Source: an optimization exercise on an open RTL-to-GDS flow (aim: small area, a short achievable clock period and few clock cycles). Production flows keep margins and buffers that such runs may drop. Where RTL was checked, it was by simulation tests only, not by an equivalence proof against the original. The flow treats the clock pin as an ideal source, which a real chip does not have.

// poly1305
module poly1305(
  input rst_ni,
  input clk,
  input [127:0] r,
  input [127:0] s,
  input [127:0] m,
  input fb,
  input ld,
  input first,
  output [127:0] p,
  output rdy);
Size: about 520 I/O pins.
clock: 12.0 ns
lec_check: 0
cap_margin: 20
cell_pad_in_sites_detail_placement: 1
cell_pad_in_sites_global_placement: 1
core_margin: 2
core_utilization: 30
gpl_routability_driven: 1
place_density: 0.45
setup_slack_margin: 5
slew_margin: 30
synth_hierarchical: 1
standard.sh (not shown) runs the stock make flow with config.mk's settings and CLKGATE_MAP_FILE= SYNTH_SCRIPT=/design/flow/synth_recipe.tcl, a recipe that flattens the netlist after the stock synthesis.
==> flow/flow/run.sh <==
#!/bin/bash
# Standard layout (standard.sh), with these changes to how it is made:
#  - the port buffers are sky130_fd_sc_hd__buf_2 cells (every port is still buffered);
#  - extra setup repair passes (repair_timing) after placement and after CTS;
#  - in those passes, delay cells (clkdlybuf4s*, dlygate*, dlymetal*) left as buffers by
#    earlier repair steps are swapped for sky130_fd_sc_hd__buf_2.
# Each tool's full output goes to its own log in this folder.
set -euo pipefail
R=orfs/results/sky130hd/poly1305/base
MARGIN=${REPAIR_MARGIN:-7}
export BUFFER_PORTS_ARGS="-buffer_cell sky130_fd_sc_hd__buf_2"
bash standard.sh synth > 1_synth.log 2>&1
bash standard.sh floorplan > 2_floorplan.log 2>&1
bash standard.sh place > 3_place.log 2>&1
STAGE_ODB=$R/3_place.odb STAGE_SDC=$R/3_place.sdc MARGIN=$MARGIN PAD=1 \
  openroad -exit -no_init flow/repair.tcl > 3_extra_repair.log 2>&1
bash standard.sh cts > 4_cts.log 2>&1
STAGE_ODB=$R/4_cts.odb STAGE_SDC=$R/4_cts.sdc MARGIN=$MARGIN PAD=1 PROPAGATED=1 \
  openroad -exit -no_init flow/repair.tcl > 4_extra_repair.log 2>&1
bash standard.sh finish > 5_finish.log 2>&1
Other scripts of this flow, unchanged in this note and not shown: flow/flow/repair.tcl
==> next run, changes <==
--- a/flow/design.v
+++ b/flow/design.v
@@ -2681,28 +2681,26 @@
   assign rc3[96] = 1'b0;
   assign rc3[97] = 1'b0;
   assign rc3[126] = 1'b0;
   assign rc3[127] = 1'b0;
   assign rc3[128] = 1'b0;
   assign rc3[129] = 1'b0;
   reg idle;             
   reg [K-1:0] it;       
   reg f1, f1b, f2, done;
-  reg it0n;             
   wire load = idle | done;
   wire iter = |it;
   always @(posedge clk or negedge rst_ni) begin
     if (!rst_ni) begin
-      idle <= 1'b1; it0n <= 1'b1; it <= '0; f1 <= 1'b0; f1b <= 1'b0; f2 <= 1'b0; done <= 1'b0;
+      idle <= 1'b1; it <= '0; f1 <= 1'b0; f1b <= 1'b0; f2 <= 1'b0; done <= 1'b0;
     end else begin
       idle <= (idle & ~ld) | done;
       it <= {it[K-2:0], idle & ld};
-      it0n <= ~(idle & ld);
       f1 <= it[K-1];
       f1b <= f1;
       f2 <= f1b;
       done <= f2;
     end
   end
   assign rdy = done;
   reg [NB-1:0] A;           
   reg [127:0] M;            
@@ -2713,19 +2711,19 @@
   wire [10:0] E1 = ~D1N, E2 = ~D2N, E3 = ~D3N;
   reg [1:0] ca;             
   reg first_r;              
   reg [W:0] apre;           
   reg c5r;                  
   reg [123:0] HsN, HcN;    
   reg [W-1:0] LsN, LcN;     
   reg cl;                   
   wire [123:0] HsI = HsN | {124{it[0]}};
-  wire [123:0] HcI = HcN | {124{~it0n}};    
+  wire [123:0] HcI = HcN | {124{it[0]}};
   wire clN = ~cl;
   wire [NB-1:0] AN = ~A;
   assign p = M;
   wire [W:0] c0s;
   wire c0co;
   addc0 u_c0 (.a({1'b0, m[W-1:0]}), .b(first ? {(W+1){1'b0}} : apre), .ci(1'b0), .s(c0s), .co(c0co));
   wire [W+1:0] chunk0 = {c0co, c0s};
   wire [W:0] chunk1a = {1'b0, M[W-1:0]} + {1'b0, first_r ? {W{1'b0}} : A[2*W-1:W]} + {{W{1'b0}}, ca[0]};
   wire [W+1:0] chunk1 = {1'b0, chunk1a} + {{W{1'b0}}, ca[1], 1'b0};
Utilization hardly moves.
Global-route usage stays flat.
Synthesized area stays flat.
Via count came out higher by about 0.5%.
Wire length came out higher by about 0.33%.
Final area hardly moves.
Count of clock-buffer cells in the layout increases by 10.
Testbench counts after the change, summed over its fixed seeds: cycles 5,624.
For the first run of this note, only the layout was checked, not whether the RTL still works.

Another version of the RTL of poly1305 (not shown whole).
Size in the first run: roughly 9700 cells after synthesis, ~100000 µm² of cells after synthesis.
clock: 12.0 ns
lec_check: 0
cap_margin: 50
cell_pad_in_sites_detail_placement: 1
cell_pad_in_sites_global_placement: 1
core_margin: 2
core_utilization: 30
gpl_routability_driven: 1
place_density: 0.45
setup_slack_margin: 5
slew_margin: 70
synth_hierarchical: 1
==> flow/flow/run.sh <==
#!/bin/bash
# Standard layout (standard.sh), with two changes to how it is made:
#  - the port buffers are sky130_fd_sc_hd__buf_2 cells (every port is still buffered);
#  - extra setup repair passes (repair_timing) after placement and after CTS;
#  - delay cells (clkdlybuf4s*, dlygate*, dlymetal*) are not used for buffering.
# Each tool's full output goes to its own log in this folder.
set -euo pipefail
R=orfs/results/sky130hd/poly1305/base
MARGIN=${REPAIR_MARGIN:-7}
export BUFFER_PORTS_ARGS="-buffer_cell sky130_fd_sc_hd__buf_2"
export DONT_USE_CELLS="sky130_fd_sc_hd__clkdlybuf4s15_1 sky130_fd_sc_hd__clkdlybuf4s15_2 sky130_fd_sc_hd__clkdlybuf4s18_1 sky130_fd_sc_hd__clkdlybuf4s18_2 sky130_fd_sc_hd__clkdlybuf4s25_1 sky130_fd_sc_hd__clkdlybuf4s25_2 sky130_fd_sc_hd__clkdlybuf4s50_1 sky130_fd_sc_hd__clkdlybuf4s50_2 sky130_fd_sc_hd__dlygate4sd1_1 sky130_fd_sc_hd__dlygate4sd2_1 sky130_fd_sc_hd__dlygate4sd3_1 sky130_fd_sc_hd__dlymetal6s2s_1 sky130_fd_sc_hd__dlymetal6s4s_1 sky130_fd_sc_hd__dlymetal6s6s_1"
bash standard.sh synth > 1_synth.log 2>&1
bash standard.sh floorplan > 2_floorplan.log 2>&1
bash standard.sh place > 3_place.log 2>&1
STAGE_ODB=$R/3_place.odb STAGE_SDC=$R/3_place.sdc MARGIN=$MARGIN PAD=1 \
  openroad -exit -no_init flow/repair.tcl > 3_extra_repair.log 2>&1
bash standard.sh cts > 4_cts.log 2>&1
STAGE_ODB=$R/4_cts.odb STAGE_SDC=$R/4_cts.sdc MARGIN=$MARGIN PAD=1 PROPAGATED=1 \
  openroad -exit -no_init flow/repair.tcl > 4_extra_repair.log 2>&1
bash standard.sh finish > 5_finish.log 2>&1
Other scripts of this flow, unchanged in this note and not shown: flow/flow/repair.tcl
The starting point finished with timing, DRC and antenna clean.
Then changed:
--- a/flow/design.v
+++ b/flow/design.v
@@ -5707,26 +5707,26 @@
     if (!rst_ni) begin
       A <= '0;
       c5r <= 1'b0;
       apre <= '0;
     end else begin
       apre <= {1'b0, A[W-1:0]} + {{(W-2){1'b0}}, c5r, 1'b0, c5r};
-      if (iter) A <= {plow[W-1:0], A[NB-1:W]};
-      else if (f1) A <= {{(NB-131){1'b0}}, xsN};
-      else if (f1b) begin
+      if (f1b) begin
         A <= {{(NB-130){1'b0}}, X[129:0]};
         c5r <= cX;
       end
+      else if (iter) A <= {plow[W-1:0], A[NB-1:W]};
+      else if (f1) A <= {{(NB-131){1'b0}}, xsN};
     end
   end
   always @(posedge clk) begin
-    if (load) M <= {{(W-1){1'b0}}, fb, m[127:W]};
+    if (f2) M <= pv;
+    else if (load) M <= {{(W-1){1'b0}}, fb, m[127:W]};
     else if (iter) M <= M >> W;
     else if (f1) M <= xcN[127:0];
-    else if (f1b) M <= s;
-    else M <= pv;
+    else M <= s;
     XT <= xcN[130:128];
     R <= {rc[123], rc[122], rc[121], rc[120], rc[119], rc[118], rc[117], rc[116], rc[115], rc[114], rc[113], rc[112], rc[111], rc[110], rc[109], rc[108], rc[107], rc[106], rc[105], rc[104], rc[103], rc[102], rc[101], rc[100], rc[99], rc[98], rc[91], rc[90], rc[89], rc[88], rc[87], rc[86], rc[85], rc[84], rc[83], rc[82], rc[81], rc[80], rc[79], rc[78], rc[77], rc[76], rc[75], rc[74], rc[73], rc[72], rc[71], rc[70], rc[69], rc[68], rc[67], rc[66], rc[59], rc[58], rc[57], rc[56], rc[55], rc[54], rc[53], rc[52], rc[51], rc[50], rc[49], rc[48], rc[47], rc[46], rc[45], rc[44], rc[43], rc[42], rc[41], rc[40], rc[39], rc[38], rc[37], rc[36], rc[35], rc[34], rc[27], rc[26], rc[25], rc[24], rc[23], rc[22], rc[21], rc[20], rc[19], rc[18], rc[17], rc[16], rc[15], rc[14], rc[13], rc[12], rc[11], rc[10], rc[9], rc[8], rc[7], rc[6], rc[5], rc[4], rc[3], rc[2], rc[1], rc[0]};
     R3 <= {rc3[125], rc3[124], rc3[123], rc3[122], rc3[121], rc3[120], rc3[119], rc3[118], rc3[117], rc3[116], rc3[115], rc3[114], rc3[113], rc3[112], rc3[111], rc3[110], rc3[109], rc3[108], rc3[107], rc3[106], rc3[105], rc3[104], rc3[103], rc3[102], rc3[101], rc3[100], rc3[99], rc3[98], rc3[93], rc3[92], rc3[91], rc3[90], rc3[89], rc3[88], rc3[87], rc3[86], rc3[85], rc3[84], rc3[83], rc3[82], rc3[81], rc3[80], rc3[79], rc3[78], rc3[77], rc3[76], rc3[75], rc3[74], rc3[73], rc3[72], rc3[71], rc3[70], rc3[69], rc3[68], rc3[67], rc3[66], rc3[61], rc3[60], rc3[59], rc3[58], rc3[57], rc3[56], rc3[55], rc3[54], rc3[53], rc3[52], rc3[51], rc3[50], rc3[49], rc3[48], rc3[47], rc3[46], rc3[45], rc3[44], rc3[43], rc3[42], rc3[41], rc3[40], rc3[39], rc3[38], rc3[37], rc3[36], rc3[35], rc3[34], rc3[29], rc3[28], rc3[27], rc3[26], rc3[25], rc3[24], rc3[23], rc3[22], rc3[21], rc3[20], rc3[19], rc3[18], rc3[17], rc3[16], rc3[15], rc3[14], rc3[13], rc3[12], rc3[11], rc3[10], rc3[9], rc3[8], rc3[7], rc3[6], rc3[5], rc3[4], rc3[3], rc3[2], rc3[1], rc3[0]};
     ca <= chunk[W+1:W];
     first_r <= first;
     D1 <= {~chunk[21] & chunk[20], ~chunk[19] & chunk[18], ~chunk[17] & chunk[16], ~chunk[15] & chunk[14], ~chunk[13] & chunk[12], ~chunk[11] & chunk[10], ~chunk[9] & chunk[8], ~chunk[7] & chunk[6], ~chunk[5] & chunk[4], ~chunk[3] & chunk[2], ~chunk[1] & chunk[0]};
Hold slack gets better by 0.022 ns.
Utilization barely changes.
Synthesized cell count hardly moves.
Flip-flop and latch count stays the same.
Final cell count is lower by 1.3%.
Synthesized area is lower by 0.33%.
Setup slack gets better by 0.45 ns.
Global-route usage is lower by 0.31 points.
Clock skew is higher by 0.031 ns.
Sequential share of layout area barely changes.
Die area is lower by 0.33%.
Testbench counts after the change, summed over its fixed seeds: cycles 5,624.
For the first run of this note, only the layout was checked, not whether the RTL still works.

==> re-timing with driven ports <==
The flow's constraints put no driver on any port. The routed layouts listed below were extracted and timed again, unchanged, in two steps.
Step 1 (the two cells are an assumption about what drives the block):
set clk [get_ports {clk}]
set_driving_cell -lib_cell sky130_fd_sc_hd__clkbuf_16 $clk
set_driving_cell -lib_cell sky130_fd_sc_hd__buf_2 [delete_from_list [all_inputs] $clk]
Step 2 also shifts input and output timing later by t, the mid clock arrival at the registers, as if the neighbouring blocks saw the same clock.
Three values: ideal ports, drivers, drivers and shift; two values: the first two.
run	t (ns)	setup WS [ns]	clock arrival spread, ns
the first run of note 1	0.939	6.954 / 6.954 / 6.612	0.088 / 0.087
the second run of note 1	0.952	7.036 / 7.036 / 6.677	0.074 / 0.075
the first run of note 2	0.945	6.622 / 6.622 / 6.622	0.060 / 0.060
the second run of note 2	1.008	7.067 / 7.067 / 6.527	0.088 / 0.089
After both steps setup and hold are still met in every run listed. The setup slack of the second run of note 2, which loses most, moves by 0.000 ns with the drivers and by -0.540 ns with both steps.
